What follows belongs to an exercise in optimizing a design on an open flow for small area and a short achievable clock period; a production flow would make more cautious choices. Function was checked by simulation only, so behaviour that the tests miss may differ from the original. No driver is modelled on the clock port, so clocking that relies on it looks cheaper here than on a real chip. Power figures rest on the tool's default switching activity, not on a simulated workload.

==> flow/design.v <==
module axi_stream_insert_header #(
    parameter DATA_WD = 128,
    parameter DATA_BYTE_WD = DATA_WD / 8
) (
    input clk,
    input rst_n,
    input valid_in,
    input [DATA_WD-1 : 0] data_in,
    input [DATA_BYTE_WD-1 : 0] keep_in,
    input last_in,
    output reg ready_in,
    output reg valid_out,
    output reg [DATA_WD-1 : 0] data_out,
    output reg [DATA_BYTE_WD-1 : 0] keep_out,
    output reg last_out,
    input ready_out,
    input valid_insert,
    input [DATA_WD-1 : 0] header_insert,
    input [DATA_BYTE_WD-1 : 0] keep_insert,
    output reg ready_insert
);
function integer clog2;
input integer n;
begin
    for (clog2 = 0; n > 0; clog2 = clog2 + 1)
        n = n >> 1;
end
endfunction
localparam BW = DATA_BYTE_WD;
localparam ZW = clog2(BW - 1);
function hz_ge;
    input [BW-1:0] keep;
    input integer k;
begin
    if (k <= 0)
        hz_ge = 1'b1;
    else if (k >= BW)
        hz_ge = 1'b0;
    else
        hz_ge = ~keep[BW-k];
end
endfunction
function [ZW-1:0] therm_zeros;
    input [BW-1:0] keep;
    integer i, m;
    reg acc;
begin
    for (i = 0; i < ZW; i = i + 1) begin
        acc = 1'b0;
        for (m = (1 << i); m < BW; m = m + (2 << i))
            acc = acc | (hz_ge(keep, m) & ~hz_ge(keep, m + (1 << i)));
        therm_zeros[i] = acc;
    end
end
endfunction
reg [DATA_WD-1:0] prev;         
reg [ZW-1:0] hz;                
reg [BW-1:0] keep_tail;         
reg pend;                       
reg rin;                        
wire start = ~rin & ~valid_out & ready_out & valid_insert & valid_in;
wire [2*DATA_WD-1:0] win0 = {prev, data_in};
wire [2*DATA_WD-1:0] win1 = hz[3] ? {win0[2*DATA_WD-1-64:0], 64'b0} : win0;
wire [2*DATA_WD-1:0] win2 = hz[2] ? {win1[2*DATA_WD-1-32:0], 32'b0} : win1;
wire [2*DATA_WD-1:0] win3 = hz[1] ? {win2[2*DATA_WD-1-16:0], 16'b0} : win2;
wire [2*DATA_WD-1:0] win4 = hz[0] ? {win3[2*DATA_WD-1-8:0], 8'b0} : win3;
wire [2*BW-1:0] kr0 = {keep_in, keep_in};
wire [2*BW-1:0] kr1 = hz[3] ? {kr0[2*BW-1-8:0], 8'b0} : kr0;
wire [2*BW-1:0] kr2 = hz[2] ? {kr1[2*BW-1-4:0], 4'b0} : kr1;
wire [2*BW-1:0] kr3 = hz[1] ? {kr2[2*BW-1-2:0], 2'b0} : kr2;
wire [2*BW-1:0] kr4 = hz[0] ? {kr3[2*BW-1-1:0], 1'b0} : kr3;
wire [BW-1:0] krot = kr4[2*BW-1:BW];
wire [BW-1:0] hmask = {BW{1'b1}} << hz;
wire spill = krot[BW-1];
always @(posedge clk or negedge rst_n) begin
    if (~rst_n) begin
        ready_in <= 1'b0;
        rin <= 1'b0;
        ready_insert <= 1'b0;
        valid_out <= 1'b0;
        pend <= 1'b0;
    end
    else begin
        ready_in <= start | (ready_in & ~last_in);
        rin <= start | (rin & ~last_in);
        ready_insert <= start;
        valid_out <= rin | pend;
        pend <= rin & last_in & spill;
    end
end
always @(posedge clk) begin
    if (~rin & ~valid_out)
        hz <= therm_zeros(keep_insert);
    prev <= rin ? data_in : header_insert;
    data_out <= win4[2*DATA_WD-1:DATA_WD];
    keep_tail <= krot & hmask;
    keep_out <= pend ? keep_tail : (krot | hmask);
    last_out <= pend | (rin & last_in & ~spill);
end
endmodule
==> flow/flow/run.sh <==
#!/bin/bash
# The standard ORFS layout (the standard.sh), with these changes made through
# ORFS's own hooks and variables:
#  - the port buffers are buf_1 cells, resized after placement (post_gp.tcl)
#  - clock tree synthesis without dummy loads, from clkbuf_8 cells
set -euo pipefail
here=$(pwd)
export BUFFER_PORTS_ARGS="-buffer_cell sky130_fd_sc_hd__buf_1"
export POST_GLOBAL_PLACE_TCL="$here/flow/post_gp.tcl"
export CTS_ARGS="-sink_clustering_enable -repair_clock_nets -dont_use_dummy_load -buf_list sky130_fd_sc_hd__clkbuf_8"
export POST_CTS_TCL="$here/flow/post_cts.tcl"
bash standard.sh > standard_flow.log 2>&1
==> flow/flow/post_cts.tcl <==
# Push setup timing past what the 14 ns clock asks for, so that the paths that set
# the achieved period get buffered and sized like critical paths.
repair_timing -setup -setup_margin 10.0 -skip_last_gasp
detailed_placement
check_placement -verbose
==> flow/flow/post_gp.tcl <==
# Give the output ports a stronger buffer than the buf_1 that buffer_ports inserted.
set out_buf sky130_fd_sc_hd__buf_2
set n 0
foreach bterm [[ord::get_db_block] getBTerms] {
  if {[$bterm getIoType] != "OUTPUT"} { continue }
  set net [$bterm getNet]
  if {$net == "NULL"} { continue }
  foreach iterm [$net getITerms] {
    if {![$iterm isOutputSignal]} { continue }
    set inst [$iterm getInst]
    if {[[$inst getMaster] getName] == "sky130_fd_sc_hd__buf_1"} {
      replace_cell [get_cells [$inst getName]] [get_lib_cells $out_buf]
      incr n
    }
  }
}
puts "post_gp.tcl: $n output buffers now $out_buf"
==> flow/standard.sh <==
#!/bin/bash
# synth_recipe.tcl (not shown) runs the flow's synth.tcl, then flattens the netlist and writes it again
# the make line also repeats each setting of config.mk as NAME=value (left out here)
make -C /OpenROAD-flow-scripts/flow DESIGN_CONFIG=/design/flow/config.mk WORK_HOME=/design/flow/orfs CLKGATE_MAP_FILE= SYNTH_SCRIPT=/design/flow/synth_recipe.tcl "${@:-finish}"
==> flow/config.mk <==
export PLATFORM = sky130hd
export DESIGN_NAME = axi_stream_insert_header
export DESIGN_NICKNAME = axi_stream_insert_header
export VERILOG_FILES = /design/flow/design.v
export SDC_FILE = /design/flow/constraint.sdc
export NUM_CORES = 4
export LEC_CHECK = 0
export CAP_MARGIN = 20
export CORE_MARGIN = 2
export CORE_UTILIZATION = 50
export SETUP_SLACK_MARGIN = 1.0
export SLEW_MARGIN = 20
==> flow/constraint.sdc <==
create_clock -name core_clock -period 14.0 [get_ports {clk}]
set_input_delay 2.8000 -clock core_clock [delete_from_list [all_inputs] [get_ports {clk}]]
set_output_delay 2.8000 -clock core_clock [all_outputs]
set_load 0.01 [all_outputs]
==> insert_results.sql, run 1 <==
INSERT INTO impl_metrics (metric_group, metric, value, unit) VALUES
('critical_path', 'worst_path_dominant_cell_family', 'flip-flops', ''),
('timing', 'setup_violations', '0', ''),
('critical_path', 'worstRegToRegCells', '5', ''),
('yosys', 'synth_async_sr_flop_share', '1.68', '%'),
('global_route', 'grt-ovfl-total', '0', ''),
('detailed_routing', 'dr_wl_met3', '3.23', 'mm'),
('critical_path', 'worstPathBufferInverterCount', '1', ''),
('yosys', 'synth_area_leader_cell', 'sky130_fd_sc_hd__dfxtp_1', ''),
('timing', 'rsz_0062_raised_after_global_routing', 'no', ''),
('critical_path', 'ff2ff_setup_slack', '10.78', 'ns'),
('yosys', 'synth-edff-count', '4', ''),
('detailed_routing', 'dr.pass1.iters', '5', ''),
('critical_path', 'startpoint_of_the_worst_register_to_register_path', 'hz[0]', ''),
('timing', 'layout_setup_ws', '10.12', 'ns'),
('yosys', 'synth_cell_types', '48', ''),
('critical_path', 'critical_path_destination', 'data_out[82]', ''),
('run_status', 'run_status', 'no timing/DRC/antenna violations', ''),
('detailed_routing', 'drc', '0', ''),
('cts', 'worst_skew_pair.late_latency', '0.57', 'ns'),
('pwr', 'cellLeakagePower', '7.47', 'nW'),
('finish', 'postLayoutCellArea', '18400', 'µm²'),
('floorplanning', 'die_height', '182', 'µm'),
('placed_design', 'dpl_worst_slack', '9.65', 'ns'),
('cts', 'cts_num_sinks', '298', ''),
('placed_design', 'dpl-instance-area', '17700', 'µm²'),
('yosys', 'syn_area', '15800', 'µm²'),
('floorplanning', 'core_area', '31400', 'µm²'),
('floorplanning', 'row_count', '65', ''),
('critical_path', 'worstSetupStartpoint', 'data_out[82]', ''),
('critical_path', 'timing.critical_path.required', '11.20', 'ns'),
('cts', 'worst_path_clk_slew', '0.05', 'ns'),
('critical_path', 'timing.critical_path.slowest_stage_cell', 'sky130_fd_sc_hd__dfxtp_2', ''),
('detailed_routing', 'top_routing_layer_used', 'met5', ''),
('yosys', 'synthesis.yosys.warnings', '1', ''),
('worst_hold_path', 'holdCritPathClass', 'flop to flop', ''),
('yosys', 'main_combinational_cell_family_by_area_after_synthesis', 'multiplexers', ''),
('yosys', 'mux_contribution_to_synthesized_area', '52.8', '%'),
('detailed_routing', 'routed-wl-met2', '24.7', 'mm'),
('yosys', 'synth_compound_gate_area_share', '3.19', '%'),
('critical_path', 'critPathLaunchType', 'flop', ''),
('timing', 'max_clock_freq', '258', 'MHz'),
('job', 'cap_viol_max_count', '0', ''),
('detailed_routing', 'via_count', '11393', ''),
('placed_design', 'post-place-cells', '1842', ''),
('detailed_routing', 'detail-route-antenna-nets', '0', ''),
('finish', 'final_nets', '1788', ''),
('critical_path', 'worst_ep_arrival_time', '1.08', 'ns'),
('detailed_routing', 'vias_per_std_cell', '6.01', ''),
('finish', 'final_cell_count_no_fill', '1897', ''),
('critical_path', 'crit_cells', '1', ''),
('placed_design', 'numPortBuffers', '440', ''),
('floorplanning', 'chip_width', '182', 'µm'),
('yosys', 'yosys.area.top_type_share', '36.5', '%'),
('global_route', 'via_count_of_the_first_global_routing_pass', '11843', ''),
('finish', 'fraction_of_layout_instances_using_a_drive_strength_above_1', '41.3', '%'),
('finish', 'area_delta_synth_final', '16.4', '%'),
('yosys', 'synth.yosys.seq_area_share', '38.1', '%'),
('timing', 'report.final.slew_viol_count', '0', ''),
('floorplanning', 'io_pins', '442', ''),
('critical_path', 'worst-setup-path-type', 'flop to output port', ''),
('timing', 'maxSlewHeadroom', '33.8', '%'),
('yosys', 'synth.avg_cell_area', '14.5', 'µm²'),
('yosys', 'synth_register_bits', '298', ''),
('cts', 'tritoncts', 'yes', ''),
('yosys', 'yosys.area_share.adder', '0', '%'),
('global_route', 'wire_length_of_the_first_global_routing_pass', '68.8', 'mm'),
('detailed_routing', 'post_drt_wl_per_cell', '24.2', 'µm'),
('pwr', 'power_density', '140', 'nW/µm²'),
('detailed_routing', 'dr.first_iter.drc_count', '503', ''),
('critical_path', 'crit_path_max_incr_delay', '0.38', 'ns'),
('timing', 'transition_time_of_the_tightest_slew_check_pin', '0.993', 'ns');
per-layer routing:
metal	track usage, %	vias to the layer above
li1	-	5116
met1	28.5	5700
met2	51.7	465
met3	6.90	104
met4	13.8	8
met5	0	-
final cells by class:
cell class              instances  area [µm²]  area share, %
clock buffers                  52         716           3.88
multi-input cells             677        9180           49.8
repair buffers                451        1950           10.6
well taps                     402         503           2.73
flip-flops and latches        298        6040           32.7
inverters                      14        52.6          0.285
diodes                          3        7.51         0.0407
placed cells by master (no fill, tap or decap), drive strengths merged, types with 14 or more instances in the layout:
master	n
nor2	24
buf	451
clkbuf	52
a21oi	19
o21ai	17
dfxtp	289
mux4	227
inv	14
mux2i	131
mux2	172
nand2	27
where the power goes:
part	total, mW	switching (mW)	internal, mW
registers	1.08	0.0704	1.01
logic	0.863	0.424	0.438
clock network	0.641	0.316	0.325
flip-flops by register name (all words and copies together) (netlist names):
register      flops
last_out          1
pend              1
keep_out         16
prev            128
hz                4
rin               1
ready_insert      1
ready_in          1
data_out        128
valid_out         1
keep_tail        16
cells by family (layout without fill, tap and decap cells):
family          Yosys count  after routing
mux                     530            530
flops                   298            298
buf+inv                 115            517
compound gates           76             76
simple gates             71             71
other cells               0              3
metrics by stage:
step / power, mW / hold slack, ns
3_3_place_gp: 1.93 / 0.397
6_report: 2.59 / 0.403
5_1_grt: 2.71 / 0.448
2_1_floorplan: 1.67 / 0.386
3_5_place_dp: 1.97 / 0.394
worst min-delay path by stage:
stage | to | slack [ns] | from | cells after the start
floorplan | keep_out[15] | 0.39 | keep_tail[15] | 1
global placement | keep_out[15] | 0.40 | keep_tail[15] | 1
detailed placement | keep_out[15] | 0.39 | keep_tail[15] | 1
global route | keep_out[15] | 0.45 | keep_tail[15] | 1
finish | keep_out[15] | 0.40 | keep_tail[15] | 1
==> run 2: changes to the inputs <==
--- a/flow/config.mk
+++ b/flow/config.mk
@@ -6,4 +6,5 @@
 export NUM_CORES = 4
 export LEC_CHECK = 0
+export ABC_AREA = 1
 export CAP_MARGIN = 20
 export CORE_MARGIN = 2
==> insert_results.sql, run 2 <==
INSERT INTO impl_metrics (metric_group, metric, value, unit) VALUES
('critical_path', 'worst_path_dominant_cell_family', 'buffers and inverters', ''),
('critical_path', 'worst-setup-path-type', 'flop to flop', ''),
('yosys', 'post_synth_main_area_contributors', 'sky130_fd_sc_hd__dfxtp_1 (37%), sky130_fd_sc_hd__nand2_1 (30%), sky130_fd_sc_hd__nand3_1 (11%), sky130_fd_sc_hd__o21ai_0 (5.9%), sky130_fd_sc_hd__clkbuf_1 (2.1%)', ''),
('timing', 'worst_clock_skew', '0.0314', 'ns'),
('critical_path', 'ff2ff_setup_slack', '9.76', 'ns'),
('critical_path', 'cp_max_fo', '103', ''),
('yosys', 'synth-edff-count', '4', ''),
('global_route', 'grtUsageTotal', '40.7', '%'),
('yosys', 'postSynthCellCount', '2536', ''),
('timing', 'max_clock_freq', '236', 'MHz'),
('finish', 'mostFrequentLayoutCell', 'sky130_fd_sc_hd__nand2_1', ''),
('yosys', 'synth_fp_nets', '2830', ''),
('cts', 'worst_path_clk_slew', '0.06', 'ns'),
('critical_path', 'critPathLaunchType', 'flop', ''),
('finish', 'largest_registers', 'data_out (128), prev (128)', ''),
('yosys', 'synth_area_leader_cell', 'sky130_fd_sc_hd__dfxtp_1', ''),
('yosys', 'ys_dominant_reg_cell', 'sky130_fd_sc_hd__dfxtp_1', ''),
('critical_path', 'crit_cells', '9', ''),
('global_route', 'grt_antenna_before_repair', '0', ''),
('timing', 'report.final.slew_viol_count', '0', ''),
('yosys', 'synthTopCellsByCount', 'sky130_fd_sc_hd__nand2_1 (1,235), sky130_fd_sc_hd__nand3_1 (329), sky130_fd_sc_hd__dfxtp_1 (289)', ''),
('timing', 'min_period_over_period', '30.3', '%'),
('worst_hold_path', 'holdCritPathClass', 'flop to flop', ''),
('detailed_routing', 'dr.first_iter.drc_count', '2736', ''),
('yosys', 'yosysMostFrequentCell', 'sky130_fd_sc_hd__nand2_1', ''),
('timing', 'setup_violations', '0', ''),
('timing', 'hold_viol_final', '0', ''),
('yosys', 'synth_cell_types', '30', ''),
('floorplanning', 'initial_core_util', '50.8', '%'),
('detailed_routing', 'detail-route-antenna-nets', '0', ''),
('floorplanning', 'chip_width', '180', 'µm'),
('pwr', 'max-vdd-ir-drop', '74.1', 'µV'),
('detailed_routing', 'drc', '0', ''),
('finish', 'post-route-util', '58.5', '%'),
('yosys', 'syn_area', '15600', 'µm²'),
('cts', 'cts_num_sinks', '298', ''),
('critical_path', 'worstRegToRegCells', '9', ''),
('floorplanning', 'row_count', '64', ''),
('detailed_routing', 'via_count', '18647', ''),
('critical_path', 'critical_path.cell_chain', 'buf_4 > buf_4 > buf_4 > nand2_1 > nand2_1 > o21ai_0 > o21ai_0 > nand2_1 > nand2_1', ''),
('yosys', 'yosys.area.top_type_share', '37.2', '%'),
('detailed_routing', 'vias_per_std_cell', '5.72', ''),
('critical_path', 'timing.critical_path.required', '14.48', 'ns'),
('pwr', 'power_density', '149', 'nW/µm²'),
('timing', 'transition_time_of_the_tightest_slew_check_pin', '1.23', 'ns'),
('pwr', 'cellLeakagePower', '8.99', 'nW'),
('floorplanning', 'fp.dieArea', '32500', 'µm²'),
('cts', 'worst_skew_pair.late_latency', '0.56', 'ns'),
('floorplanning', 'die_height', '180', 'µm'),
('finish', 'final-seq-area', '6030', 'µm²'),
('finish', 'multiInputGateArea', '8490', 'µm²'),
('yosys', 'synth.yosys.seq_area_share', '38.8', '%'),
('detailed_routing', 'postRouteWirelength', '70.0', 'mm'),
('yosys', 'synth_async_sr_flop_share', '1.68', '%'),
('timing', 'fin_worst_hold_slack', '0.413', 'ns'),
('floorplanning', 'io_pins', '442', ''),
('detailed_routing', 'post_drt_wl_per_cell', '21.5', 'µm'),
('finish', 'final_nets', '3162', ''),
('detailed_routing', 'dr.pass1.iters', '6', ''),
('pwr', 'sum_of_internal_switching_and_leakage_power', '2.66', 'mW'),
('critical_path', 'crit_path_max_incr_delay', '0.85', 'ns'),
('job', 'cap_viol_max_count', '0', ''),
('placed_design', 'dpl.hpwl', '55.0', 'mm'),
('critical_path', 'critical_path.reg2reg.endpoint', 'data_out[20]', ''),
('critical_path', 'crit_path_frequent_cell', 'sky130_fd_sc_hd__nand2_1', ''),
('finish', 'area_delta_synth_final', '15.0', '%'),
('cts', 'tritoncts', 'yes', ''),
('critical_path', 'worst_ep_arrival_time', '4.72', 'ns'),
('critical_path', 'timing.critical_path.to_type', 'flop', ''),
('placed_design', 'numPortBuffers', '440', ''),
('critical_path', 'worstSetupStartpoint', 'hz[3]', ''),
('finish', 'filler_cell_count', '2971', ''),
('finish', 'insertedDiodeCount', '0', ''),
('finish', 'postLayoutCellArea', '17900', 'µm²'),
('finish', 'fraction_of_layout_instances_using_a_drive_strength_above_1', '9.04', '%'),
('timing', 'fin_crit', '4.24', 'ns'),
('yosys', 'synthesis.yosys.warnings', '1', ''),
('global_route', 'grt_start_max_net_pins', '114', ''),
('timing', 'fin_setup_tns', '0', 'ns'),
('critical_path', 'startpoint_of_the_worst_register_to_register_path', 'hz[3]', ''),
('timing', 'rsz_0062_raised_after_global_routing', 'no', ''),
('global_route', 'grt-ovfl-total', '0', ''),
('global_route', 'via_count_of_the_first_global_routing_pass', '16055', ''),
('finish', 'mostFrequentLayoutCells', 'sky130_fd_sc_hd__nand2_1 (1,235), sky130_fd_sc_hd__nand3_1 (329), sky130_fd_sc_hd__buf_1 (292)', ''),
('floorplanning', 'core_area', '30600', 'µm²'),
('critical_path', 'critical_path_destination', 'data_out[20]', ''),
('run_status', 'run_status', 'no timing/DRC/antenna violations', ''),
('placed_design', 'dpl-instance-area', '17200', 'µm²'),
('critical_path', 'timing.critical_path.slowest_stage_cell', 'sky130_fd_sc_hd__o21ai_0', ''),
('yosys', 'synth.avg_cell_area', '6.13', 'µm²'),
('critical_path', 'worstPathBufferInverterCount', '3', ''),
('yosys', 'synth_register_bits', '298', ''),
('global_route', 'wire_length_of_the_first_global_routing_pass', '99.3', 'mm'),
('timing', 'maxSlewHeadroom', '17.0', '%');
==> run 2: cell types whose count changed in the layout (fill, tap and decap cells not counted), sizes merged, moves of 21 or more <==
| cell | change |
|---|---|
| or2 | +41 |
| nor2 | +54 |
| nand2 | +1209 |
| o21ai | +221 |
| nand3 | +329 |
| a21oi | +21 |
| inv | +52 |
| mux2i | -123 |
| mux2 | -172 |
| mux4 | -227 |
==> run 2: cell type report <==
cell class,instances,share of cell area (%)
Sequential cell,298,33.7
Multi-Input combinational cell,1996,47.5
Inverter,69,1.52
Clock buffer,46,3.54
Timing Repair Buffer,457,11.0
Tap cell,396,2.77
==> run 2: power by group <==
part	leakage, nW	internal [mW]	total (mW)	switching, mW
clock	0.331	0.289	0.596	0.306
combinational	6.13	0.282	0.996	0.714
sequential	2.54	1.01	1.07	0.0564
total	8.99	1.58	2.66	1.08
==> run 2: worst min path at each step <==
stage                         endpoint  cells after the start          start  slack (ns)
after detailed placement  keep_out[15]                      1  keep_tail[15]        0.40
after global placement    keep_out[15]                      1  keep_tail[15]        0.40
final                     keep_out[15]                      1  keep_tail[15]        0.41
after global routing      keep_out[15]                      1  keep_tail[15]        0.42
after floorplan           keep_out[15]                      1  keep_tail[15]        0.39
==> run 2: cell families after synthesis <==
logic type / share of synthesized area [%]
AO/OA/AOI/OAI: 9.45
buffers and inverters: 6.66
AND/OR/NAND/NOR: 44.6
multiplexers: 0.515
flip-flops: 38.8
==> run 2: worst register-to-register path, delay by kind of cell, from the launching register on <==
kind | cells | cell delay [ns]
buf+inv | 3 | 2.17
compound gates | 2 | 1.11
simple gates | 4 | 0.56
flops | 1 | 0.33
==> run 2: routing by layer <==
metal | vias to the layer above | global-route usage, % | share of wire (%)
li1 | 8690 | - | -
met4 | 0 | 14.7 | 4.1
met5 | - | 0 | 0
met3 | 151 | 6.43 | 12
met2 | 1340 | 61.5 | 43
met1 | 8466 | 58.7 | 41
==> run 2: stage by stage <==
stage / worst slack [ns] / std cells
2_1_floorplan: 10.41 / 2536
3_3_place_gp: 9.59 / 3215
3_5_place_dp: 9.58 / 3215
5_1_grt: 9.75 / 3262
6_report: 9.76 / 3262
==> run 3: changes to the inputs <==
==> flow/flow/post_cts.tcl (replaced) <==
# Push setup timing past what the 14 ns clock asks for, so that the paths that set
# the achieved period get buffered and sized like critical paths.
repair_timing -setup -setup_margin 10.3 -skip_last_gasp
detailed_placement
check_placement -verbose
--- a/flow/config.mk
+++ b/flow/config.mk
@@ -6,5 +6,4 @@
 export NUM_CORES = 4
 export LEC_CHECK = 0
-export ABC_AREA = 1
 export CAP_MARGIN = 20
 export CORE_MARGIN = 2
==> insert_results.sql, run 3 <==
INSERT INTO impl_metrics (metric_group, metric, value, unit) VALUES
('yosys', 'synth_async_sr_flop_share', '1.68', '%'),
('yosys', 'synth_register_bits', '298', ''),
('detailed_routing', 'top_routing_layer_used', 'met5', ''),
('detailed_routing', 'met1Wirelength', '15.7', 'mm'),
('yosys', 'synthesis.yosys.warnings', '1', ''),
('global_route', 'grt_start_max_net_pins', '158', ''),
('yosys', 'synth.avg_cell_area', '14.5', 'µm²'),
('yosys', 'synthTopCellsByCount', 'sky130_fd_sc_hd__dfxtp_1 (289), sky130_fd_sc_hd__mux4_2 (227), sky130_fd_sc_hd__mux2_2 (172)', ''),
('finish', 'largest_registers', 'data_out (128), prev (128)', ''),
('pwr', 'max-vdd-ir-drop', '93.5', 'µV'),
('detailed_routing', 'dr.first_iter.drc_count', '499', ''),
('critical_path', 'crit_cells', '1', ''),
('yosys', 'synth-edff-count', '4', ''),
('cts', 'tritoncts', 'yes', ''),
('floorplanning', 'die_height', '182', 'µm'),
('timing', 'max_clock_freq', '259', 'MHz'),
('finish', 'mostFrequentLayoutCells', 'sky130_fd_sc_hd__buf_1 (292), sky130_fd_sc_hd__mux4_2 (227), sky130_fd_sc_hd__dfxtp_1 (199)', ''),
('finish', 'fraction_of_layout_instances_using_a_drive_strength_above_1', '47.3', '%'),
('cts', 'worst_skew_pair.late_latency', '0.57', 'ns'),
('yosys', 'synth.yosys.seq_area_share', '38.1', '%'),
('timing', 'report.final.slew_viol_count', '0', ''),
('global_route', 'wire_length_of_the_first_global_routing_pass', '69.6', 'mm'),
('cts', 'worst_path_clk_slew', '0.05', 'ns'),
('yosys', 'synth_cell_types', '48', ''),
('critical_path', 'timing.critical_path.slowest_stage_cell', 'sky130_fd_sc_hd__dfrtp_1', ''),
('floorplanning', 'core_area', '31400', 'µm²'),
('critical_path', 'worst_path_dominant_cell_family', 'flip-flops', ''),
('cts', 'cts_num_sinks', '298', ''),
('yosys', 'yosys.area.top_type_share', '36.5', '%'),
('detailed_routing', 'vias_per_std_cell', '6.03', ''),
('detailed_routing', 'via_count', '11454', ''),
('pwr', 'cellLeakagePower', '7.67', 'nW'),
('placed_design', 'numPortBuffers', '440', ''),
('critical_path', 'worstRegToRegCells', '5', ''),
('worst_hold_path', 'holdCritPathClass', 'flop to flop', ''),
('yosys', 'synth_area_leader_cell', 'sky130_fd_sc_hd__dfxtp_1', ''),
('yosys', 'yosysMostFrequentCell', 'sky130_fd_sc_hd__dfxtp_1', ''),
('global_route', 'grt-ovfl-total', '0', ''),
('critical_path', 'timing.critical_path.to_type', 'output port', ''),
('detailed_routing', 'dr_wl_met3', '3.18', 'mm'),
('detailed_routing', 'post_drt_wl_per_cell', '24.3', 'µm'),
('detailed_routing', 'drc', '0', ''),
('timing', 'setup_violations', '0', ''),
('critical_path', 'crit_path_max_incr_delay', '0.38', 'ns'),
('critical_path', 'worst_ep_arrival_time', '1.06', 'ns'),
('yosys', 'post_synth_main_area_contributors', 'sky130_fd_sc_hd__dfxtp_1 (37%), sky130_fd_sc_hd__mux4_2 (32%), sky130_fd_sc_hd__mux2_2 (12%), sky130_fd_sc_hd__mux2i_1 (8.3%), sky130_fd_sc_hd__buf_2 (1.2%)', ''),
('detailed_routing', 'dr.pass1.iters', '6', ''),
('finish', 'area_delta_synth_final', '20.8', '%'),
('critical_path', 'worst-setup-path-type', 'flop to output port', ''),
('timing', 'transition_time_of_the_tightest_slew_check_pin', '1.02', 'ns'),
('detailed_routing', 'detail-route-antenna-nets', '0', ''),
('detailed_routing', 'routed-wl-met2', '24.9', 'mm'),
('timing', 'rsz_0062_raised_after_global_routing', 'no', ''),
('yosys', 'postSynthCellCount', '1090', ''),
('critical_path', 'worstPathBufferInverterCount', '1', ''),
('pwr', 'sum_of_internal_switching_and_leakage_power', '2.70', 'mW'),
('floorplanning', 'initial_core_util', '50.5', '%'),
('floorplanning', 'io_pins', '442', ''),
('timing', 'fin_setup_tns', '0', 'ns'),
('timing', 'worst_clock_skew', '0.0339', 'ns'),
('run_status', 'run_status', 'no timing/DRC/antenna violations', ''),
('placed_design', 'dpl.hpwl', '34.9', 'mm'),
('timing', 'hold_viol_final', '0', ''),
('critical_path', 'timing.critical_path.required', '11.20', 'ns'),
('critical_path', 'critPathLaunchType', 'flop', ''),
('critical_path', 'cp_max_fo', '2', ''),
('critical_path', 'critical_path.cell_chain', 'buf_2', ''),
('finish', 'mostFrequentLayoutCell', 'sky130_fd_sc_hd__buf_1', ''),
('floorplanning', 'row_count', '65', ''),
('floorplanning', 'fp.dieArea', '33100', 'µm²'),
('timing', 'maxSlewHeadroom', '31.9', '%'),
('job', 'cap_viol_max_count', '0', ''),
('global_route', 'via_count_of_the_first_global_routing_pass', '11976', ''),
('yosys', 'synth_fp_nets', '1384', ''),
('global_route', 'grtUsageTotal', '27.8', '%'),
('floorplanning', 'chip_width', '182', 'µm'),
('yosys', 'ys_dominant_reg_cell', 'sky130_fd_sc_hd__dfxtp_1', ''),
('worst_hold_path', 'min_delay_path_depth', '1', ''),
('pwr', 'power_density', '141', 'nW/µm²'),
('timing', 'min_period_over_period', '27.6', '%'),
('timing', 'fin_crit', '3.86', 'ns'),
('yosys', 'syn_area', '15800', 'µm²'),
('global_route', 'grt_antenna_before_repair', '7', ''),
('detailed_routing', 'postRouteWirelength', '46.2', 'mm'),
('finish', 'final_nets', '1788', '');
-- run 3: per-layer routing --
layer | up-vias | global-route usage, %
li1 | 5115 | -
met1 | 5767 | 28.9
met2 | 459 | 52.2
met3 | 107 | 6.80
met4 | 6 | 13.7
met5 | - | 0
-- run 3: worst paths after layout --
check | slack, ns | from | to
worst max register to register | 10.79 | hz[0] | keep_out[7]
worst max-delay path | 10.14 | ready_in | ready_in
min in group asynchronous | 2.10 | rst_n | ready_insert
worst min-delay path | 0.40 | keep_tail[15] | keep_out[15]
max in group asynchronous | 11.66 | rst_n | rin
worst min register to register | 0.40 | keep_tail[15] | keep_out[15]
-- run 3: layout make-up --
| type | count | area (µm²) |
|---|---|---|
| inverter | 14 | 52.6 |
| clock buffer | 52 | 716 |
| multi-input combinational | 677 | 9190 |
| antenna | 4 | 10.0 |
| fill | 2551 | 12300 |
| tap | 402 | 503 |
| timing repair buffer | 451 | 2520 |
| sequential | 298 | 6150 |
-- run 3: per-stage QoR --
step | std cells | area (µm²) | hold WS [ns] | worst slack (ns) | util [%]
2_1_floorplan | 1090 | 15800 | 0.386 | 10.05 | -
3_3_place_gp | 1842 | 17500 | 0.397 | 9.68 | 55.8
3_5_place_dp | 1842 | 17700 | 0.394 | 9.65 | 56.4
5_1_grt | 1896 | 19100 | 0.448 | 10.10 | 60.9
6_report | 1898 | 19100 | 0.405 | 10.14 | 61.0
-- run 3: power breakdown --
part	internal, mW	switching (mW)	leakage, nW
combinational	0.516	0.427	4.75
sequential	1.03	0.0860	2.54
clock	0.325	0.316	0.374
total	1.87	0.829	7.67
-- run 3: cells by family (layout without fill, tap and decap cells) --
group | after synthesis | count (layout) | share of synthesized area [%]
flip-flops | 298 | 298 | 38.1
multiplexers | 530 | 530 | 52.8
AO/OA/AOI/OAI | 76 | 76 | 3.19
AND/OR/NAND/NOR | 71 | 71 | 1.97
other | 0 | 4 | 0
buffers and inverters | 115 | 517 | 3.99
==> run 4: changes to the inputs <==
--- a/flow/flow/run.sh
+++ b/flow/flow/run.sh
@@ -8,5 +8,5 @@
 export BUFFER_PORTS_ARGS="-buffer_cell sky130_fd_sc_hd__buf_1"
 export POST_GLOBAL_PLACE_TCL="$here/flow/post_gp.tcl"
-export CTS_ARGS="-sink_clustering_enable -repair_clock_nets -dont_use_dummy_load -buf_list sky130_fd_sc_hd__clkbuf_8"
+export CTS_ARGS="-sink_clustering_enable -repair_clock_nets -dont_use_dummy_load -buf_list sky130_fd_sc_hd__clkbuf_8 -sink_clustering_size 16 -sink_clustering_max_diameter 60"
 export POST_CTS_TCL="$here/flow/post_cts.tcl"
 bash standard.sh > standard_flow.log 2>&1
==> flow/flow/post_cts.tcl (replaced) <==
# Push setup timing past what the 14 ns clock asks for, so that the paths that set
# the achieved period get buffered and sized like critical paths.
repair_timing -setup -setup_margin 10.0 -skip_last_gasp
detailed_placement
check_placement -verbose
==> insert_results.sql, run 4 <==
INSERT INTO impl_metrics (metric_group, metric, value, unit) VALUES
('placed_design', 'post-place-cells', '1842', ''),
('pwr', 'cellLeakagePower', '7.30', 'nW'),
('yosys', 'synth.avg_cell_area', '14.5', 'µm²'),
('worst_hold_path', 'holdCritPathClass', 'flop to flop', ''),
('detailed_routing', 'dr.first_iter.drc_count', '471', ''),
('finish', 'largest_registers', 'data_out (128), prev (128)', ''),
('yosys', 'synthesis.yosys.warnings', '1', ''),
('critical_path', 'worst_path_dominant_cell_family', 'flip-flops', ''),
('yosys', 'yosysMostFrequentCell', 'sky130_fd_sc_hd__dfxtp_1', ''),
('placed_design', 'dpl.hpwl', '34.9', 'mm'),
('floorplanning', 'chip_width', '182', 'µm'),
('timing', 'transition_time_of_the_tightest_slew_check_pin', '0.986', 'ns'),
('floorplanning', 'initial_core_util', '50.5', '%'),
('pwr', 'max-vdd-ir-drop', '80.5', 'µV'),
('finish', 'mostFrequentLayoutCells', 'sky130_fd_sc_hd__buf_1 (292), sky130_fd_sc_hd__dfxtp_1 (288), sky130_fd_sc_hd__mux4_2 (227)', ''),
('finish', 'filler_cell_count', '2662', ''),
('yosys', 'synth_register_bits', '298', ''),
('detailed_routing', 'post_drt_wl_per_cell', '24.2', 'µm'),
('critical_path', 'timing.critical_path.slowest_stage_cell', 'sky130_fd_sc_hd__dfrtp_1', ''),
('detailed_routing', 'postRouteWirelength', '45.4', 'mm'),
('global_route', 'grt_start_max_net_pins', '158', ''),
('global_route', 'via_count_of_the_first_global_routing_pass', '11570', ''),
('cts', 'worst_skew_pair.late_latency', '0.60', 'ns'),
('yosys', 'postSynthCellCount', '1090', ''),
('timing', 'hold_viol_final', '0', ''),
('critical_path', 'worstPathBufferInverterCount', '1', ''),
('critical_path', 'timing.critical_path.required', '11.20', 'ns'),
('detailed_routing', 'dr.pass1.iters', '5', ''),
('timing', 'report.final.slew_viol_count', '0', ''),
('yosys', 'post_synth_main_area_contributors', 'sky130_fd_sc_hd__dfxtp_1 (37%), sky130_fd_sc_hd__mux4_2 (32%), sky130_fd_sc_hd__mux2_2 (12%), sky130_fd_sc_hd__mux2i_1 (8.3%), sky130_fd_sc_hd__buf_2 (1.2%)', ''),
('cts', 'tritoncts', 'yes', ''),
('yosys', 'synth_fp_nets', '1384', ''),
('finish', 'final_cell_count_no_fill', '1874', ''),
('placed_design', 'numPortBuffers', '440', ''),
('global_route', 'wire_length_of_the_first_global_routing_pass', '67.9', 'mm'),
('yosys', 'synth_area_leader_cell', 'sky130_fd_sc_hd__dfxtp_1', ''),
('yosys', 'synth_async_sr_flop_share', '1.68', '%'),
('detailed_routing', 'drc', '0', ''),
('timing', 'fin_setup_tns', '0', 'ns'),
('yosys', 'yosys.area.top_type_share', '36.5', '%'),
('timing', 'maxSlewHeadroom', '34.2', '%'),
('critical_path', 'critPathLaunchType', 'flop', ''),
('critical_path', 'worst_ep_arrival_time', '1.13', 'ns'),
('yosys', 'synth-edff-count', '4', ''),
('global_route', 'grt-ovfl-total', '0', ''),
('floorplanning', 'core_area', '31400', 'µm²'),
('timing', 'fin_crit', '3.93', 'ns'),
('finish', 'final_nets', '1765', ''),
('floorplanning', 'fp.dieArea', '33100', 'µm²'),
('run_status', 'run_status', 'no timing/DRC/antenna violations', ''),
('finish', 'area_delta_synth_final', '14.4', '%'),
('yosys', 'synth_cell_types', '48', ''),
('finish', 'mostFrequentLayoutCell', 'sky130_fd_sc_hd__buf_1', ''),
('critical_path', 'timing.critical_path.to_type', 'output port', ''),
('timing', 'min_period_over_period', '28.0', '%'),
('yosys', 'synth.yosys.seq_area_share', '38.1', '%'),
('timing', 'setup_violations', '0', ''),
('global_route', 'grt_antenna_before_repair', '7', ''),
('cts', 'cts_num_sinks', '298', ''),
('yosys', 'synthTopCellsByCount', 'sky130_fd_sc_hd__dfxtp_1 (289), sky130_fd_sc_hd__mux4_2 (227), sky130_fd_sc_hd__mux2_2 (172)', ''),
('pwr', 'power_density', '133', 'nW/µm²'),
('cts', 'worst_path_clk_slew', '0.09', 'ns'),
('finish', 'fraction_of_layout_instances_using_a_drive_strength_above_1', '40.4', '%'),
('timing', 'rsz_0062_raised_after_global_routing', 'no', ''),
('yosys', 'syn_area', '15800', 'µm²'),
('yosys', 'ys_dominant_reg_cell', 'sky130_fd_sc_hd__dfxtp_1', ''),
('critical_path', 'cp_max_fo', '2', ''),
('floorplanning', 'row_count', '65', ''),
('timing', 'worst_clock_skew', '0.0555', 'ns'),
('job', 'cap_viol_max_count', '0', ''),
('finish', 'post-route-util', '57.7', '%'),
('critical_path', 'critical_path.cell_chain', 'buf_2', ''),
('global_route', 'grtUsageTotal', '27.1', '%'),
('detailed_routing', 'detail-route-antenna-nets', '0', ''),
('floorplanning', 'die_height', '182', 'µm'),
('floorplanning', 'io_pins', '442', ''),
('detailed_routing', 'vias_per_std_cell', '6.03', ''),
('critical_path', 'worst-setup-path-type', 'flop to output port', ''),
('timing', 'max_clock_freq', '255', 'MHz'),
('detailed_routing', 'via_count', '11294', ''),
('critical_path', 'crit_path_max_incr_delay', '0.39', 'ns');
## run 4: cell counts after synthesis
Identical to the previous run, type by type.
## run 4: path summary, 6_finish.rpt
check                              start           end  slack (ns)  cells past startpoint
setup / recovery                ready_in      ready_in       10.07                      1
hold / removal             keep_tail[15]  keep_out[15]        0.42                      1
setup reg to reg                   hz[0]   keep_out[7]       10.79                      5
hold reg to reg            keep_tail[15]  keep_out[15]        0.42                      1
max in group asynchronous          rst_n           rin       11.71                      1
min in group asynchronous          rst_n          pend        2.04                      1
## run 4: layout make-up
type                            instances  area [µm²]  area share [%]
Inverter                               14        52.6           0.290
Clock buffer                           29         399            2.20
Antenna cell                            3        7.51          0.0414
Tap cell                              402         503            2.78
Timing Repair Buffer                  451        1950            10.7
Sequential cell                       298        6040            33.3
Multi-Input combinational cell        677        9180            50.6
## run 4: cells by family (layout without fill, tap and decap cells)
kind of cell | after synthesis | in the layout | share of synthesized area (%)
AND/OR/NAND/NOR | 71 | 71 | 1.97
buffers and inverters | 115 | 494 | 3.99
AO/OA/AOI/OAI | 76 | 76 | 3.19
multiplexers | 530 | 530 | 52.8
flip-flops | 298 | 298 | 38.1
other | 0 | 3 | 0
## run 4: per-layer routing
metal | up-vias | global-route usage (%) | routed length [µm]
met5 | - | 0 | 45
met4 | 8 | 14.2 | 2680
met3 | 101 | 5.90 | 2870
met2 | 431 | 50.7 | 24200
met1 | 5684 | 28.4 | 15600
li1 | 5070 | - | -
## run 4: through the flow
step | total power, mW | instance area, µm² | hold slack (ns) | setup WS, ns
3_3_place_gp | 1.93 | 17500 | 0.397 | 9.68
3_5_place_dp | 1.97 | 17700 | 0.394 | 9.65
2_1_floorplan | 1.67 | 15800 | 0.386 | 10.05
6_report | 2.40 | 18100 | 0.416 | 10.07
5_1_grt | 2.52 | 18100 | 0.458 | 10.03
## run 4: report_power, final
group,switching [mW],internal [mW],total [mW]
logic,0.424,0.438,0.863
registers,0.0702,1.01,1.08
clock network,0.279,0.183,0.462
total,0.773,1.63,2.40
==> run 5: changes to the inputs <==
--- a/flow/flow/run.sh
+++ b/flow/flow/run.sh
@@ -8,5 +8,5 @@
 export BUFFER_PORTS_ARGS="-buffer_cell sky130_fd_sc_hd__buf_1"
 export POST_GLOBAL_PLACE_TCL="$here/flow/post_gp.tcl"
-export CTS_ARGS="-sink_clustering_enable -repair_clock_nets -dont_use_dummy_load -buf_list sky130_fd_sc_hd__clkbuf_8 -sink_clustering_size 16 -sink_clustering_max_diameter 60"
+export CTS_ARGS="-sink_clustering_enable -repair_clock_nets -dont_use_dummy_load -buf_list sky130_fd_sc_hd__clkbuf_16 -sink_clustering_size 24 -sink_clustering_max_diameter 80"
 export POST_CTS_TCL="$here/flow/post_cts.tcl"
 bash standard.sh > standard_flow.log 2>&1
==> insert_results.sql, run 5 <==
INSERT INTO impl_metrics (metric_group, metric, value, unit) VALUES
('finish', 'area_delta_synth_final', '14.7', '%'),
('yosys', 'synth_async_sr_flop_share', '1.68', '%'),
('yosys', 'synth-edff-count', '4', ''),
('detailed_routing', 'dr.pass1.iters', '4', ''),
('critical_path', 'critPathLaunchType', 'flop', ''),
('cts', 'cts_num_sinks', '298', ''),
('timing', 'setup_violations', '0', ''),
('finish', 'mostFrequentLayoutCell', 'sky130_fd_sc_hd__buf_1', ''),
('detailed_routing', 'top_routing_layer_used', 'met5', ''),
('global_route', 'grtUsageTotal', '27.2', '%'),
('floorplanning', 'io_pins', '442', ''),
('detailed_routing', 'drc', '0', ''),
('yosys', 'synthTopCellsByCount', 'sky130_fd_sc_hd__dfxtp_1 (289), sky130_fd_sc_hd__mux4_2 (227), sky130_fd_sc_hd__mux2_2 (172)', ''),
('yosys', 'postSynthCellCount', '1090', ''),
('global_route', 'wire_length_of_the_first_global_routing_pass', '68.0', 'mm'),
('finish', 'post-route-util', '57.9', '%'),
('detailed_routing', 'dr_wl_met3', '3.19', 'mm'),
('placed_design', 'dpl-instance-area', '17700', 'µm²'),
('cts', 'worst_path_clk_slew', '0.09', 'ns'),
('global_route', 'via_count_of_the_first_global_routing_pass', '11521', ''),
('placed_design', 'dpl.hpwl', '34.9', 'mm'),
('pwr', 'cellLeakagePower', '7.32', 'nW'),
('yosys', 'synth_cell_types', '48', ''),
('critical_path', 'worstPathBufferInverterCount', '1', ''),
('placed_design', 'post-place-cells', '1842', ''),
('placed_design', 'numPortBuffers', '440', ''),
('detailed_routing', 'post_drt_wl_per_cell', '24.5', 'µm'),
('finish', 'mostFrequentLayoutCells', 'sky130_fd_sc_hd__buf_1 (292), sky130_fd_sc_hd__dfxtp_1 (289), sky130_fd_sc_hd__mux4_2 (227)', ''),
('placed_design', 'dpl_worst_slack', '9.65', 'ns'),
('run_status', 'run_status', 'no timing/DRC/antenna violations', ''),
('detailed_routing', 'routed-wl-met2', '24.3', 'mm'),
('yosys', 'yosys.area.top_type_share', '36.5', '%'),
('critical_path', 'timing.critical_path.to_type', 'output port', ''),
('detailed_routing', 'postRouteWirelength', '45.6', 'mm');
## run 5: cell types whose count changed in the layout (fill, tap and decap cells not counted), sizes merged
cell and change:
diode -1, clkbuf -11
## run 5: per-layer routing
layer	vias up	global-route usage (%)
met5	-	0
met3	105	6.04
met2	455	50.9
met4	10	14.1
li1	5045	-
met1	5656	28.5
## run 5: per-stage QoR
step           total power [mW]  hold slack [ns]
2_1_floorplan              1.67            0.386
3_5_place_dp               1.97            0.394
3_3_place_gp               1.93            0.397
5_1_grt                    2.57            0.453
6_report                   2.45            0.413
## run 5: layout make-up
class | count | area, µm² | area share, %
multi-input cells | 677 | 9180 | 50.5
flip-flops and latches | 298 | 6030 | 33.2
repair buffers | 451 | 1950 | 10.7
well taps | 402 | 503 | 2.77
clock buffers | 18 | 450 | 2.48
inverters | 14 | 52.6 | 0.289
diodes | 2 | 5.00 | 0.0275
## run 5: path summary, 6_finish.rpt
path                               start           end  cells past startpoint
max                         data_out[82]  data_out[82]                      1
min                        keep_tail[15]  keep_out[15]                      1
max reg2reg                        hz[0]   keep_out[7]                      5
min reg2reg                keep_tail[15]  keep_out[15]                      1
max in group asynchronous          rst_n           rin                      1
min in group asynchronous          rst_n          pend                      1
## run 5: power breakdown
part	leakage, nW	internal, mW	switching, mW
Clock	0.222	0.230	0.280
Combinational	4.56	0.438	0.425
Sequential	2.54	1.01	0.0705
Total	7.32	1.68	0.775
## run 5: worst reg2reg max path: cells and delay by family (launching register included)
kind / cells / cell delay [ns]
muxes: 3 / 1.17
DFF: 1 / 0.93
buffers and inverters: 1 / 0.85
AOI/OAI and AO/OA: 1 / 0.11
## run 5: cell families after synthesis
| logic type | share of synthesized area, % |
|---|---|
| buffers and inverters | 3.99 |
| flip-flops | 38.1 |
| AO/OA/AOI/OAI | 3.19 |
| multiplexers | 52.8 |
| AND/OR/NAND/NOR | 1.97 |

==> port drivers added, routing unchanged <==
The results above use ideal ports. As a check the final layouts listed here were re-extracted and re-timed, cells and wires unchanged. Step 1 (the two cells are an assumption about what drives the block):
set clk [get_ports {clk}]
set_driving_cell -lib_cell sky130_fd_sc_hd__clkbuf_16 $clk
set_driving_cell -lib_cell sky130_fd_sc_hd__buf_2 [delete_from_list [all_inputs] $clk]
Step 2 moves the port delays by t, midway between the first and last clock arrival at a register: inputs arrive t later, outputs are due t later. That takes back most of the time a late clock gives input paths. Three values: ideal, step 1, step 2; two values: the first two.
| run | t, ns | slack for setup (ns) | worst hold slack (ns) | clock arrival spread, ns |
|---|---|---|---|---|
| run 1 | 0.604 | 10.124 / 10.076 / 9.621 | 0.403 / 0.403 / 0.403 | 0.038 / 0.038 |
| run 2 | 0.597 | 9.759 / 9.759 / 9.405 | 0.413 / 0.413 / 0.413 | 0.036 / 0.036 |
| run 3 | 0.601 | 10.140 / 10.094 / 9.667 | 0.405 / 0.405 / 0.405 | 0.035 / 0.035 |
| run 4 | 0.619 | 10.073 / 10.023 / 9.657 | 0.416 / 0.416 / 0.416 | 0.057 / 0.057 |
| run 5 | 0.543 | 10.074 / 10.025 / 9.647 | 0.413 / 0.413 / 0.413 | 0.063 / 0.063 |
After both steps every run listed still meets setup and hold. The setup slack of run 1, which loses most, moves by -0.048 ns with the drivers and by -0.503 ns with both steps.
